This design comes from an exercise in tuning for small area and a short achievable clock period on the open sky130 flow, not from production work. RTL that was checked went through simulation tests only; none was proved equivalent to the original.

==> inputs of run a <==
Design MAF, start of the top module:
module MAF(
    input clk,
    input  [31:0] A, B, C,
    input  [1:0]  func,
    output reg [63:0] Result
    );
Settings: LEC_CHECK=0, ABC_CLOCK_PERIOD_IN_PS=4000, CAP_MARGIN=20, CORE_MARGIN=2, CORE_UTILIZATION=55, SETUP_SLACK_MARGIN=2, SLEW_MARGIN=20; clock period 10.0 ns.
standard.sh (not shown) runs the stock make flow with config.mk's settings and CLKGATE_MAP_FILE= SYNTH_SCRIPT=/design/flow/synth_recipe.tcl, a recipe that flattens the netlist after the stock synthesis.
==> flow/flow/run.sh <==
#!/bin/bash
# Standard ORFS layout with two changes:
#  - synthesis runs `synth -noabc` (the quick generic ABC pass inside synth is
#    skipped), so extract_fa sees the RTL's XOR/majority structure and maps
#    full adders without the inverters it otherwise puts around them;
#  - extra make variables from flow/make_args.txt (e.g. the port buffer cell).
# Each tool's output goes to its own log here and under orfs/logs.
set -euo pipefail
here=$(pwd)
sed '1s/yosys synth -nofsm -noshare/yosys synth -nofsm -noshare -noabc/' synth_recipe.tcl > my_synth.tcl
grep -q -- '-noabc' my_synth.tcl
sed "s#SYNTH_SCRIPT=[^ ]*#SYNTH_SCRIPT=$here/my_synth.tcl#" standard.sh > my_standard.sh
grep -q "SYNTH_SCRIPT=$here/my_synth.tcl" my_standard.sh
extra=()
if [[ -f flow/make_args.txt ]]; then
  while IFS= read -r line; do [[ -n "$line" ]] && extra+=("$line"); done < flow/make_args.txt
fi
bash my_standard.sh "${extra[@]}" synth > synth.log 2>&1
bash my_standard.sh "${extra[@]}" finish > layout.log 2>&1
test -f out/final.def
==> flow/flow/make_args.txt <==
BUFFER_PORTS_ARGS=-buffer_cell sky130_fd_sc_hd__buf_2
==> run b: changes against run a <==
- CORE_UTILIZATION: 55 -> 40
- SETUP_SLACK_MARGIN: 2 -> unset
==> results.toml <==
[placement]
placedInstanceArea_sq_mm = 0.0290

[die]
taps = 873
die_h_um = 264

[layout]
multi_input_area_share = 0.829
seq_share = 0.0437
final-clk-cell-share = 0.00985

[outcome]
outcome = "no timing/DRC/antenna violations"

[sta]
fin_crit_ns = 9.55
fmax_mhz = 105
max_slew_margin = 0.278

[worst_setup_path]
crit_arrival_ns = 9.85
cp_slowest_cell = "nor2_2"
Source of the figures above: run b

==> results.toml <==
[sta]
max_slew_margin = 0.480
fmax_mhz = 121
fin_crit_ns = 8.28

[layout]
seq_share = 0.0389
final-clk-cell-share = 0.0107

[die]
taps = 664
die_h_um = 226

[outcome]
outcome = "no timing/DRC/antenna violations"
Source of the figures above: run a

No functional check of the RTL was part of any run of this note.

---

==> 01-28: inputs <==
MAF, a different RTL version from the one above (not shown whole).
Design MAF, start of the top module:
module MAF(
    input clk,
    input  [31:0] A, B, C,
    input  [1:0]  func,
    output [63:0] Result
    );
    wire s1;
    wire c2;
    wire s3;
    wire c4;
    wire s5;
    wire c6;
    wire s7;
    wire c8;
    wire s9;
    wire c10;
    wire s11;
    wire c12;
    wire s13;
    wire c14;
    wire s15;
    wire c16;
    wire s17;
    wire c18;
    wire s19;
    wire c20;
    wire s21;
    wire c22;
    wire s23;
    wire c24;
    wire s25;
    wire c26;
    wire s27;
    wire c28;
    wire s29;
    wire c30;
    wire s31;
    wire c32;
    wire s33;
    wire c34;
    wire s35;
    wire c36;
    wire s37;
    wire c38;
    wire s39;
    wire c40;
    wire s41;
    wire c42;
    wire s43;
    wire c44;
    wire s45;
    wire c46;
    wire s47;
    wire c48;
    wire s49;
    wire c50;
    wire s51;
    wire c52;
    wire s53;
    wire c54;
    wire s55;
    wire c56;
    wire s57;
    wire c58;
    wire s59;
    wire c60;
    wire s61;
    wire c62;
    wire s63;
    wire c64;
    wire s65;
    wire c66;
    wire s67;
    wire c68;
    wire s69;
    wire c70;
    wire s71;
    wire c72;
    wire s73;
    wire c74;
    wire s75;
    wire c76;
    wire s77;
  ...
clock: 10.0 ns
lec_check: 0
cap_margin: 20
core_margin: 2
core_utilization: 55
setup_slack_margin: 4.0
slew_margin: 20
Scripts as last shown in full above: flow/flow/run.sh, flow/flow/make_args.txt
==> 12-27: changes against 01-28 <==
--- a/flow/config.mk
+++ b/flow/config.mk
@@ -7,6 +7,6 @@
 export LEC_CHECK = 0
 export CAP_MARGIN = 20
 export CORE_MARGIN = 2
-export CORE_UTILIZATION = 55
-export SETUP_SLACK_MARGIN = 4.0
+export CORE_UTILIZATION = 40
+export SETUP_SLACK_MARGIN = 4.2
 export SLEW_MARGIN = 20
==> 01-19: changes against 01-28 <==
--- a/flow/config.mk
+++ b/flow/config.mk
@@ -8,5 +8,6 @@
 export CAP_MARGIN = 20
 export CORE_MARGIN = 2
 export CORE_UTILIZATION = 55
+export PLACE_DENSITY = 0.8
 export SETUP_SLACK_MARGIN = 4.0
 export SLEW_MARGIN = 20
==> reports/metrics.csv <==
metric,value,unit
clock slew at reported path FFs,70,ps
Die H,264,µm
run status,"complete, no violations",
fraction of area in registers,7.72,%
Final nets,3419,
Ant. Diodes,3,
"Worst Setup Slack, final",4120,ps
[end of results for 12-27]
==> reports/metrics.csv <==
metric,value,unit
Die H,225,µm
run status,"complete, no violations",
Final nets,3390,
clock slew at reported path FFs,70,ps
fraction of area in registers,7.99,%
"Worst Setup Slack, final",3950,ps
[end of results for 01-19]
==> reports/metrics.csv <==
metric,value,unit
Die H,225,µm
run status,"complete, no violations",
Final nets,3403,
"Worst Setup Slack, final",4030,ps
Ant. Diodes,5,
[end of results for 01-28]

[re-timing with driven ports]
No port has a modelled driver above. Below, the same layouts with a new extraction and two added sets of constraints. Step 1 assumes that a clkbuf_16 drives the clock port and a buf_2 every other input. Step 2 times the ports against the registers' clock, not the clock port: input delays grow and output delays shrink by t, the midpoint of the rising clock arrivals with the driver on. Slacks: ideal / step 1 / step 2; pairs: ideal / step 1.
run	t, ns	setup WS [ns]	hold WS [ns]	worst register clock-pin slew, ns	worst slew at a driven data input, ns
run a	0.453	1.718 / 1.693 / 1.240	2.136 / 2.093 / 2.411	0.08 / 0.08	0.13
run b	0.467	0.447 / 0.492 / 0.025	2.052 / 2.046 / 2.414	0.08 / 0.08	0.06
01-28	0.546	4.031 / 3.971 / 3.529	1.989 / 1.950 / 2.419	0.06 / 0.06	0.08
12-27	0.561	4.120 / 4.146 / 3.585	1.960 / 1.919 / 2.415	0.07 / 0.07	0.14
01-19	0.523	3.950 / 3.954 / 3.431	2.009 / 1.980 / 2.423	0.08 / 0.08	0.14
After both steps every run listed still meets setup and hold. For 12-27, which loses most, drivers alone change the setup slack by +0.026 ns; drivers and shift together by -0.535 ns.
